What follows belongs to an exercise in optimizing a design on an open flow for small area; a production flow would make more cautious choices. Only simulation tests tie the RTL to the original design; equivalence was not proved. The clock input has no modelled driver; a real chip could not lean on it and would need a root buffer or a full tree. No activity file was given, so power comes from the tool's default toggle rates.

==> flow/design.v (excerpt) <==
module t1b_ultrasonic(
    input clk_50M,
    input reset,
    input echo_rx,
    output trig,
    output op,
    output wire [15:0] distance_out
);
==> flow/config.mk <==
export PLATFORM = sky130hd
export DESIGN_NAME = t1b_ultrasonic
export DESIGN_NICKNAME = t1b_ultrasonic
export VERILOG_FILES = /design/flow/design.v
export SDC_FILE = /design/flow/constraint.sdc
export NUM_CORES = 4
export LEC_CHECK = 0
export CAP_MARGIN = 20
export CORE_MARGIN = 2
export CORE_UTILIZATION = 40
export PLACE_DENSITY = 0.6
export SLEW_MARGIN = 20
==> flow/constraint.sdc <==
create_clock -name core_clock -period 20.0 [get_ports {clk_50M}]
set_input_delay 4.0000 -clock core_clock [delete_from_list [all_inputs] [get_ports {clk_50M}]]
set_output_delay 4.0000 -clock core_clock [all_outputs]
set_load 0.01 [all_outputs]
standard.sh (not shown) runs the stock make flow with config.mk's settings and CLKGATE_MAP_FILE= SYNTH_SCRIPT=/design/flow/synth_recipe.tcl, a recipe that flattens the netlist after the stock synthesis.
==> flow/flow/run.sh <==
#!/bin/bash
# Layout flow: the standard ORFS flow with three changes.
#  1. Synthesis is the standard flow's script unchanged, except that the final ABC
#     technology mapping of the combinational logic uses an area-oriented
#     script (flow/abc_area_deep.script). Flip-flops are mapped before ABC,
#     so the registers are exactly the standard synthesis's.
#  2. Ports are buffered with sky130_fd_sc_hd__buf_1 (the smallest buffer).
#  3. CTS without dummy loads, with sky130_fd_sc_hd__clkbuf_4 buffers.
#  4. No full/half-adder extraction before ABC (ADDER_MAP_FILE empty), so
#     ABC maps the adders with the rest of the logic.
# Each tool's output goes to the ORFS logs under orfs/logs/; make's output to
# flow_make.log here.
set -euo pipefail
W=$PWD
F=$W/flow
cat > $W/my_synth.tcl <<EOT
# Replace the ABC script in ORFS's abc call; everything else as the standard flow's synthesis.
proc abc {args} {
  set out {}
  set skip 0
  foreach a \$args {
    if {\$skip} { set skip 0; lappend out $F/abc_area_deep.script; continue }
    if {\$a eq "-script"} { set skip 1; lappend out -script; continue }
    lappend out \$a
  }
  yosys abc {*}\$out
}
source $W/synth_recipe.tcl
EOT
bash standard.sh \
  SYNTH_SCRIPT=$W/my_synth.tcl \
  "BUFFER_PORTS_ARGS=-buffer_cell sky130_fd_sc_hd__buf_1" \
  "CTS_ARGS=-sink_clustering_enable -repair_clock_nets -dont_use_dummy_load -buf_list sky130_fd_sc_hd__clkbuf_4" \
  ADDER_MAP_FILE= \
  finish > $W/flow_make.log 2>&1
==> flow/flow/abc_area_deep.script <==
strash
&get -n
&deepsyn -T 10 -S 1
&put
&get -n
&dch -f
&nf -a -R 1000
&put
Next try:
--- a/flow/flow/run.sh
+++ b/flow/flow/run.sh
@@ -6,7 +6,5 @@
 #     so the registers are exactly the standard synthesis's.
 #  2. Ports are buffered with sky130_fd_sc_hd__buf_1 (the smallest buffer).
-#  3. CTS without dummy loads, with sky130_fd_sc_hd__clkbuf_4 buffers.
-#  4. No full/half-adder extraction before ABC (ADDER_MAP_FILE empty), so
-#     ABC maps the adders with the rest of the logic.
+#  3. CTS without dummy loads and with larger sink clusters.
 # Each tool's output goes to the ORFS logs under orfs/logs/; make's output to
 # flow_make.log here.
@@ -31,5 +29,4 @@
   SYNTH_SCRIPT=$W/my_synth.tcl \
   "BUFFER_PORTS_ARGS=-buffer_cell sky130_fd_sc_hd__buf_1" \
-  "CTS_ARGS=-sink_clustering_enable -repair_clock_nets -dont_use_dummy_load -buf_list sky130_fd_sc_hd__clkbuf_4" \
-  ADDER_MAP_FILE= \
+  "CTS_ARGS=-sink_clustering_enable -repair_clock_nets -dont_use_dummy_load -sink_clustering_size 64 -sink_clustering_max_diameter 500" \
   finish > $W/flow_make.log 2>&1
The changed run ran to the end with no violations.
Die area came out higher by about 2.7%.
Routed wire length increases by about 10%.
Sequential cell count is unchanged.
Synthesized area grows by about 3%.
Final area rises by 5.9%.
Sequential share of layout area fell by 3.3 points.
Final cell count went up by about 2.8%.
Next try:
--- a/flow/flow/run.sh
+++ b/flow/flow/run.sh
@@ -6,5 +6,7 @@
 #     so the registers are exactly the standard synthesis's.
 #  2. Ports are buffered with sky130_fd_sc_hd__buf_1 (the smallest buffer).
-#  3. CTS without dummy loads and with larger sink clusters.
+#  3. CTS without dummy loads, with sky130_fd_sc_hd__clkbuf_4 buffers.
+#  4. No full/half-adder extraction before ABC (ADDER_MAP_FILE empty), so
+#     ABC maps the adders with the rest of the logic.
 # Each tool's output goes to the ORFS logs under orfs/logs/; make's output to
 # flow_make.log here.
@@ -29,4 +31,5 @@
   SYNTH_SCRIPT=$W/my_synth.tcl \
   "BUFFER_PORTS_ARGS=-buffer_cell sky130_fd_sc_hd__buf_1" \
-  "CTS_ARGS=-sink_clustering_enable -repair_clock_nets -dont_use_dummy_load -sink_clustering_size 64 -sink_clustering_max_diameter 500" \
+  "CTS_ARGS=-sink_clustering_enable -repair_clock_nets -dont_use_dummy_load -buf_list sky130_fd_sc_hd__clkbuf_4" \
+  ADDER_MAP_FILE= \
   finish > $W/flow_make.log 2>&1
- CORE_UTILIZATION: 40 -> 70
- PLACE_DENSITY: 0.6 -> 0.85
- The changed run finished with timing, DRC and antenna clean
- design area went down by 6.9%
- first-iteration DRC count went up by 94%
- synthesized cell count went down by 2.6%
- worst setup slack gets better by 0.030 ns
- core utilization went up by 32 points
- global-route usage went up by 11 points


orange:
The RTL this note starts from:
==> flow/design.v <==
module t1b_ultrasonic(
    input clk_50M,
    input reset,
    input echo_rx,
    output trig,
    output op,
    output wire [15:0] distance_out
);
localparam IDLE = 3'd7, TRIG = 3'd1, WAIT_ECHO = 3'd2, COUNT = 3'd0, SET_OP = 3'd3, GO_NEXT = 3'd4, WAIT_NEXT = 3'd6;
localparam [19:0] CNT_P499_M = 20'h04a64;      
localparam [19:0] CNT_P499_V = 20'h04000;
localparam [19:0] CNT_END = 20'h02180;         
localparam [8:0] H_END_M = 9'h17a;             
localparam [8:0] H_END_V = 9'h02a;
reg [2:0]  state;
reg [19:0] cnt;
reg        op_reg;
reg [11:0] dreg;
reg [5:0]  q_lo;           
reg [11:6] q_hi;
wire [11:0] q = {q_hi, q_lo};
reg [4:0]  g;
reg [8:0]  h;
assign trig = (state == TRIG);
assign op = op_reg;
assign distance_out = {4'b0, dreg};
wire in_idle  = (state == IDLE);
wire in_count = (state == COUNT);
wire cnt_fb = cnt[19] ^ cnt[18] ^ cnt[15] ^ cnt[1] ^ (cnt[18:0] == 19'd0);
wire cnt_end = (cnt == CNT_END);
always @(posedge clk_50M) begin
    cnt <= {cnt[18:0], cnt_fb & ~in_idle};
end
always @(posedge clk_50M or negedge reset) begin
    if (!reset) begin
        state  <= IDLE;
        op_reg <= 1'b0;
        dreg   <= 12'd0;
    end else begin
        case (state)
        IDLE:      if (q[5] & q[4] & q[1] & q[0]) state <= TRIG;    
        TRIG:      if ((cnt & CNT_P499_M) == CNT_P499_V) state <= WAIT_ECHO;
        WAIT_ECHO: if (echo_rx) state <= COUNT;
        COUNT:     if (!echo_rx) begin
                       dreg  <= q;
                       state <= SET_OP;
                   end
        SET_OP:    begin
                       op_reg <= (dreg < 12'd70);
                       state  <= GO_NEXT;
                   end
        GO_NEXT:   state <= WAIT_NEXT;
        WAIT_NEXT: if (cnt_end) state <= IDLE;
        default:   state <= IDLE;
        endcase
    end
end
wire h_end = ((h & H_END_M) == H_END_V);
wire g_last = (g == 5'd16);
wire long_next = g_last || (g == 5'd7);        
wire wrap = (q[11] & q[10] & q[8] & q[7] & q[6] & q[5]) & (g[3] & g[2]) &
            (h[8] & ~h[7] & ~h[0] & h[4]);
wire q_run = in_idle || (in_count && !wrap);
wire q_inc = in_idle || h_end;
always @(posedge clk_50M or negedge reset) begin
    if (!reset)
        q_lo <= 6'd0;
    else
        q_lo <= q_run ? q_lo + {5'd0, q_inc} : 6'd0;
end
always @(posedge clk_50M) begin
    q_hi <= q_run ? q_hi + {5'd0, q_inc && (q_lo == 6'h3f)} : 6'd0;
end
always @(posedge clk_50M) begin
    if (!in_count || wrap)
        g <= 5'd0;
    else if (h_end)
        g <= g_last ? 5'd0 : g + 5'd1;
end
wire h_fb = ~(h[8] ^ h[4]);
wire h_restart = wrap || h_end;
always @(posedge clk_50M) begin
    h[8]   <= h[7];
    h[7:2] <= h[6:1] & ~({6{h_restart}} & 6'b111111);
    h[1]   <= h[0];
    h[0]   <= in_count && (h_restart ? (h_end && !wrap && !long_next) : h_fb);
end
endmodule
export LEC_CHECK = 0
export CAP_MARGIN = 0
export CORE_AREA = 2.3 2.72 57.5 57.12
export DIE_AREA = 0 0 59.51 59.51
export GPL_TIMING_DRIVEN = 0
export PLACE_DENSITY = 0.85
export SLEW_MARGIN = 0
create_clock -name core_clock -period 20.0 [get_ports {clk_50M}]
==> flow/flow/run.sh <==
#!/bin/bash
# Layout flow: the standard ORFS flow (standard.sh) with these changes.
#  1. Synthesis is the standard flow's script unchanged, except that the final ABC
#     technology mapping of the combinational logic uses an area-oriented
#     script (flow/abc_area_deep.script), and no full/half-adder cells are
#     extracted before it (ADDER_MAP_FILE empty), so ABC maps the adders with
#     the rest of the logic. Flip-flops are mapped before ABC, so the
#     registers are exactly the standard synthesis's.
#  2. Ports are buffered with sky130_fd_sc_hd__buf_1 (the smallest buffer).
#  3. Clock tree: flow/manual_cts.tcl (sourced as PRE_CTS_TCL) replaces
#     TritonCTS with one level of three clock buffers, each driving a third of
#     the flip-flops; the rest of ORFS's CTS step (placement legalisation,
#     timing repair) runs as usual.
# Each tool's output goes to ORFS's own logs under orfs/logs/, and make's
# output to flow_make.log in this folder.
set -euo pipefail
W=$PWD
F=$W/flow
cat > $W/my_synth.tcl <<EOT
# Replace the ABC script in ORFS's abc call; everything else as the standard flow's synthesis.
proc abc {args} {
  set out {}
  set skip 0
  foreach a \$args {
    if {\$skip} { set skip 0; lappend out $F/abc_area_deep.script; continue }
    if {\$a eq "-script"} { set skip 1; lappend out -script; continue }
    lappend out \$a
  }
  yosys abc {*}\$out
}
source $W/synth_recipe.tcl
EOT
bash standard.sh \
  SYNTH_SCRIPT=$W/my_synth.tcl \
  ADDER_MAP_FILE= \
  "BUFFER_PORTS_ARGS=-buffer_cell sky130_fd_sc_hd__buf_1" \
  PRE_CTS_TCL=$F/manual_cts.tcl \
  finish > $W/flow_make.log 2>&1
Scripts as last shown in full above: flow/flow/abc_area_deep.script
Other scripts of this flow, unchanged in this note and not shown: flow/flow/manual_cts.tcl
The following lists how purple was set up differently from orange:
-- flow/flow/run.sh --
<<< orange, line 12
#     the flip-flops; the rest of ORFS's CTS step (placement legalisation,
#     timing repair) runs as usual.
# Each tool's output goes to ORFS's own logs under orfs/logs/, and make's
# output to flow_make.log in this folder.
>>> purple, line 12
#     the flip-flops; the rest of ORFS's CTS step (placement legalisation,
#     timing repair) runs as usual.
#  4. Buffers from synthesis are removed at floorplan (REMOVE_ABC_BUFFERS=1,
#     as timing-driven global placement would), and the constant-0 outputs
#     share one tie cell (SKIP_REPAIR_TIE_FANOUT=1).
# Each tool's output goes to ORFS's own logs under orfs/logs/, and make's
# output to flow_make.log in this folder.
<<< orange, line 36
  "BUFFER_PORTS_ARGS=-buffer_cell sky130_fd_sc_hd__buf_1" \
  PRE_CTS_TCL=$F/manual_cts.tcl \
  finish > $W/flow_make.log 2>&1
>>> purple, line 39
  "BUFFER_PORTS_ARGS=-buffer_cell sky130_fd_sc_hd__buf_1" \
  PRE_CTS_TCL=$F/manual_cts.tcl \
  REMOVE_ABC_BUFFERS=1 \
  SKIP_REPAIR_TIE_FANOUT=1 \
  finish > $W/flow_make.log 2>&1
Notes after the runs:
- Reported for orange and purple, total of endpoints with negative setup slack in the final report turned out identical to the last digit.
- Area of all placed cells without fillers: purple better than orange
- Diff orange -> purple: wire length shows a reduction of 150 um; worst hold slack roughly the same.
- orange -> purple: total power flat
In every run of this note, the design's own scripts or RTL, not TritonCTS, make the clock network.

## what the ideal ports hide
No port has a modelled driver above. Below, the same layouts with a new extraction and two added sets of constraints.
Step 1 (the two cells are an assumption about what drives the block):
set clk [get_ports {clk_50M}]
set_driving_cell -lib_cell sky130_fd_sc_hd__clkbuf_16 $clk
set_driving_cell -lib_cell sky130_fd_sc_hd__buf_2 [delete_from_list [all_inputs] $clk]
Step 2 times the ports against the registers' clock, not the clock port: input delays grow and output delays shrink by t, the midpoint of the rising clock arrivals with the driver on.
Three values: no drivers, after step 1, after step 2; two values: the first two.
run	t, ns	setup slack, ns	hold slack, ns	clock arrival spread, ns	worst slew at a driven data input, ns
the first run of note 1	0.394	14.733 / 14.707 / 14.561	0.358 / 0.358 / 0.358	0.027 / 0.028	0.03
the second run of note 1	0.353	14.697 / 14.671 / 15.024	0.380 / 0.380 / 0.380	0.015 / 0.014	0.04
the third run of note 1	0.395	14.726 / 14.701 / 14.619	0.357 / 0.357 / 0.357	0.023 / 0.024	0.03
orange	0.209	14.772 / 14.727 / 14.825	0.358 / 0.358 / 0.358	0.008 / 0.007	0.03
purple	0.209	14.805 / 14.763 / 14.750	0.355 / 0.355 / 0.355	0.012 / 0.012	0.03
After both steps setup and hold are still met in every run listed. For the first run of note 1, which loses most, drivers alone change the setup slack by -0.026 ns; drivers and shift together by -0.172 ns.
